This design comes from an exercise in tuning for small area, a short achievable clock period and few clock cycles per item on the open sky130 flow, not from production work. At most, simulation tests tie the RTL to the original design; equivalence was not proved. Power figures rest on the tool's default switching activity, not on a simulated workload.

==> flow/design.v (excerpt) <==
module net_16_16_8_4_16_1_8(clk, reset, input_valid, input_ready, input_data, output_valid, output_ready, output_data);
input clk, reset, input_valid, output_ready;
input signed [15:0] input_data;
output signed [15:0] output_data;
output output_valid, input_ready;
reg [3:0] col1;
reg rdy;
assign input_ready = rdy;
wire in_fire = input_valid & rdy;
reg [15:0] x1;
reg f1x, l1x, f1m, l1m, f1p, l1p, done1;
reg [15:0] x2buf [0:15];
reg x2full; reg [3:0] col2;
reg [15:0] x2;
reg f2x, l2x, f2m, l2m, f2p, l2p, done2;
reg [15:0] x3buf [0:7];
reg x3full; reg [2:0] col3;
reg [15:0] x3;
reg f3x, l3x, f3m, l3m, f3p, l3p, done3;
reg [15:0] ob [0:3];
reg [3:0] ov;
assign output_data = ob[0];
assign output_valid = ov[0];
wire out_fire = ov[0] & output_ready;
wire ob_empty = ~ov[0];
wire [15:0] acc1 [0:15];
wire [15:0] acc2 [0:7];
wire [15:0] acc3 [0:3];
wire l3_pending = l3x | l3m | l3p | done3;
wire x3_free4 = ~x3full | ((col3 >= 3'd3) & ob_empty & ~l3_pending);
wire issue3 = x3full & ((col3 != 3'd7) | ob_empty);
wire issue2 = x2full & ((col2 != 4'd15) | x3_free4);
wire x2_free5 = ~x2full | ((col2 >= 4'd10) & x3_free4);
wire [3:0] col1_n = col1 + {3'd0, in_fire};
wire [15:0] x2sel = x2buf[col2];
wire [15:0] x3sel = x3buf[col3];
always @(posedge clk) begin
  x1 <= in_fire ? input_data : 16'd0;
  f1x <= in_fire & (col1 == 4'd0); l1x <= in_fire & (col1 == 4'd15);
  ...
Size: about 19000 cells after synthesis, roughly 3000 flip-flops, ~190000 um2 of cells after synthesis.
clock: 10.0 ns
lec_check: 0
cap_margin: 20
core_margin: 2
core_utilization: 40
slew_margin: 20
run.sh (not shown) runs the stock make flow with config.mk's settings and CLKGATE_MAP_FILE= SYNTH_SCRIPT=/design/flow/synth_recipe.tcl, a recipe that flattens the netlist after the stock synthesis.
The baseline passed the timing, design-rule and antenna checks.
Edit:
--- a/flow/config.mk
+++ b/flow/config.mk
@@ -7,5 +7,6 @@
 export LEC_CHECK = 0
+export ABC_CLOCK_PERIOD_IN_PS = 3000
 export CAP_MARGIN = 20
 export CORE_MARGIN = 2
-export CORE_UTILIZATION = 40
+export CORE_UTILIZATION = 60
 export SLEW_MARGIN = 20
Setup slack degrades by 0.18 ns. Hold slack degrades by 0.016 ns. Flip-flop and latch count is unchanged. Power goes down by 0.74%. Sequential share of layout area goes up by 0.46 points. Final cell count goes down by 8.5%. Core utilization goes up by 21 points. Die area goes down by 33%.
Edit:
==> flow/flow/run.sh (new file) <==
#!/bin/bash
# Standard ORFS layout (the standard.sh), with timing repair aimed at a tighter
# setup target than the 10 ns clock: repair_timing treats paths with less than
# SETUP_SLACK_MARGIN ns of slack as violations. Constraints (SDC) are unchanged.
set -o pipefail
MARGIN=$(cat flow/margin.txt 2>/dev/null || echo 6.4)
bash standard.sh SETUP_SLACK_MARGIN=$MARGIN finish 2>&1 | tee flow_make.log
==> flow/flow/margin.txt (new file) <==
6.4
==> flow/standard.sh (new file) <==
#!/bin/bash
# synth_recipe.tcl (not shown) runs the flow's synth.tcl, then flattens the netlist and writes it again
# the make line also repeats each setting of config.mk as NAME=value (left out here)
make -C /OpenROAD-flow-scripts/flow DESIGN_CONFIG=/design/flow/config.mk WORK_HOME=/design/flow/orfs CLKGATE_MAP_FILE= SYNTH_SCRIPT=/design/flow/synth_recipe.tcl "${@:-finish}"
--- a/flow/config.mk
+++ b/flow/config.mk
@@ -7,6 +7,5 @@
 export LEC_CHECK = 0
-export ABC_CLOCK_PERIOD_IN_PS = 3000
 export CAP_MARGIN = 20
 export CORE_MARGIN = 2
-export CORE_UTILIZATION = 60
+export CORE_UTILIZATION = 40
 export SLEW_MARGIN = 20
removed: flow/run.sh
Final cell count is higher by 10%.
Cell area is higher by 4.2%.
Global-route usage is lower by 11 points.
First-iteration DRC count is lower by 13%.
Die area is higher by 50%.
Function was not checked in any run of this note: the RTL went through the layout flow alone.


north:
Another version of the RTL of net_16_16_8_4_16_1_8 (not shown whole).
For scale: ~19,000 cells after synthesis, roughly 38 I/O pins, ~170,000 um2 of cells after synthesis.
==> flow/config.mk <==
export PLATFORM = sky130hd
export DESIGN_NAME = net_16_16_8_4_16_1_8
export DESIGN_NICKNAME = net_16_16_8_4_16_1_8
export VERILOG_FILES = /design/flow/design.v
export SDC_FILE = /design/flow/constraint.sdc
export NUM_CORES = 4
export LEC_CHECK = 0
export ABC_AREA = 1
export CAP_MARGIN = 20
export CORE_MARGIN = 2
export CORE_UTILIZATION = 40
export CTS_CLUSTER_DIAMETER = 100
export CTS_CLUSTER_SIZE = 30
export SLEW_MARGIN = 20
==> flow/constraint.sdc <==
create_clock -name core_clock -period 10.0 [get_ports {clk}]
set_input_delay 2.0000 -clock core_clock [delete_from_list [all_inputs] [get_ports {clk}]]
set_output_delay 2.0000 -clock core_clock [all_outputs]
set_load 0.01 [all_outputs]
standard.sh (not shown) runs the stock make flow with config.mk's settings and CLKGATE_MAP_FILE= SYNTH_SCRIPT=/design/flow/synth_recipe.tcl, a recipe that flattens the netlist after the stock synthesis.
==> flow/flow/run.sh <==
#!/bin/bash
# Standard ORFS layout (the standard.sh), with timing repair aimed at a tighter
# setup target than the 10 ns clock: repair_timing treats paths with less than
# SETUP_SLACK_MARGIN ns of slack as violations. Constraints (SDC) are unchanged.
set -o pipefail
MARGIN=$(cat flow/margin.txt 2>/dev/null || echo 6.4)
bash standard.sh SETUP_SLACK_MARGIN=$MARGIN finish 2>&1 | tee flow_make.log
==> flow/flow/margin.txt <==
6.8
north ended with every stage complete and zero timing, DRC or antenna violations.
Testbench counts of north, summed over its fixed seeds: cycles 3,456, vectors 192.
--- input diff north..south ---
==> flow/flow/margin.txt <==
6.7
diff --git a/flow/config.mk b/flow/config.mk
--- a/flow/config.mk
+++ b/flow/config.mk
@@ -12,3 +12,3 @@
 export CTS_CLUSTER_DIAMETER = 100
-export CTS_CLUSTER_SIZE = 30
+export CTS_CLUSTER_SIZE = 20
 export SLEW_MARGIN = 20
south against north: post-synthesis async set-or-reset flop share was more or less identical, count of non-CTS inverters in the layout closely matched the old numbers, power dissipated by switching net loads decreased about 1.3%, met2 layer wire length in the routed design went down.
Compared north against south; sequential share of cell area within noise.
south: clock skew 0.0035 ns above north
Global routing met2 resource utilization: higher on north
Slew at the pin closest to its max-slew limit came out lower on south than on north.
The inputs of east differ from those of south as listed below.
==> flow/flow/margin.txt <==
6.6
diff --git a/flow/config.mk b/flow/config.mk
--- a/flow/config.mk
+++ b/flow/config.mk
@@ -12,3 +12,3 @@
 export CTS_CLUSTER_DIAMETER = 100
-export CTS_CLUSTER_SIZE = 20
+export CTS_CLUSTER_SIZE = 30
 export SLEW_MARGIN = 20
### Flow results
Status: via-per-instance ratio parity (east, south). Between east and south, it is east whose minimum clock period is higher, by 0.022 ns. ~same number of enable-type register cells in the synthesized netlist in east and south. In east the share of layout cells above drive strength 1 turned out 0.57 points lower than in south. Summary of east over south: net load switching power now larger, total design power shows a reduction of 0.71%, die span in y flat. Compared to south, east has register-to-register slack 0.13 ns lower.

-- port drivers added, routing unchanged --
Ports are ideal in the flow. The routed layouts listed here were re-timed in OpenROAD.
Step 1: set_driving_cell puts a clkbuf_16 on clk and a buf_2 on each other input, an assumption about the parent block.
Step 2 adds t to the input delays and takes it off the output delays; t is the mean of the earliest and latest rising clock arrival at the registers after step 1. Input paths then give back, and output paths get back, about the clock's delay inside the block.
a / b / c = ideal / step 1 / step 2; a / b = the first two.
| run | t, ns | setup WS [ns] | worst slew at a driven data input, ns | pins driven straight from the clock port |
|---|---|---|---|---|
| the first run of note 1 | 1.070 | 5.649 / 5.641 / 5.649 | 0.04 | 1 |
| the second run of note 1 | 1.034 | 5.466 / 5.466 / 5.466 | 0.07 | 1 |
| the third run of note 1 | 1.089 | 6.423 / 6.386 / 5.790 | 0.04 | 1 |
| north | 1.038 | 6.380 / 6.259 / 6.122 | 0.05 | 1 |
| south | 1.038 | 6.424 / 6.306 / 6.085 | 0.07 | 1 |
| east | 1.034 | 6.401 / 6.285 / 6.022 | 0.05 | 1 |
After both steps setup and hold are still met in every run listed. For the third run of note 1, which loses most, drivers alone change the setup slack by -0.037 ns; drivers and shift together by -0.633 ns.
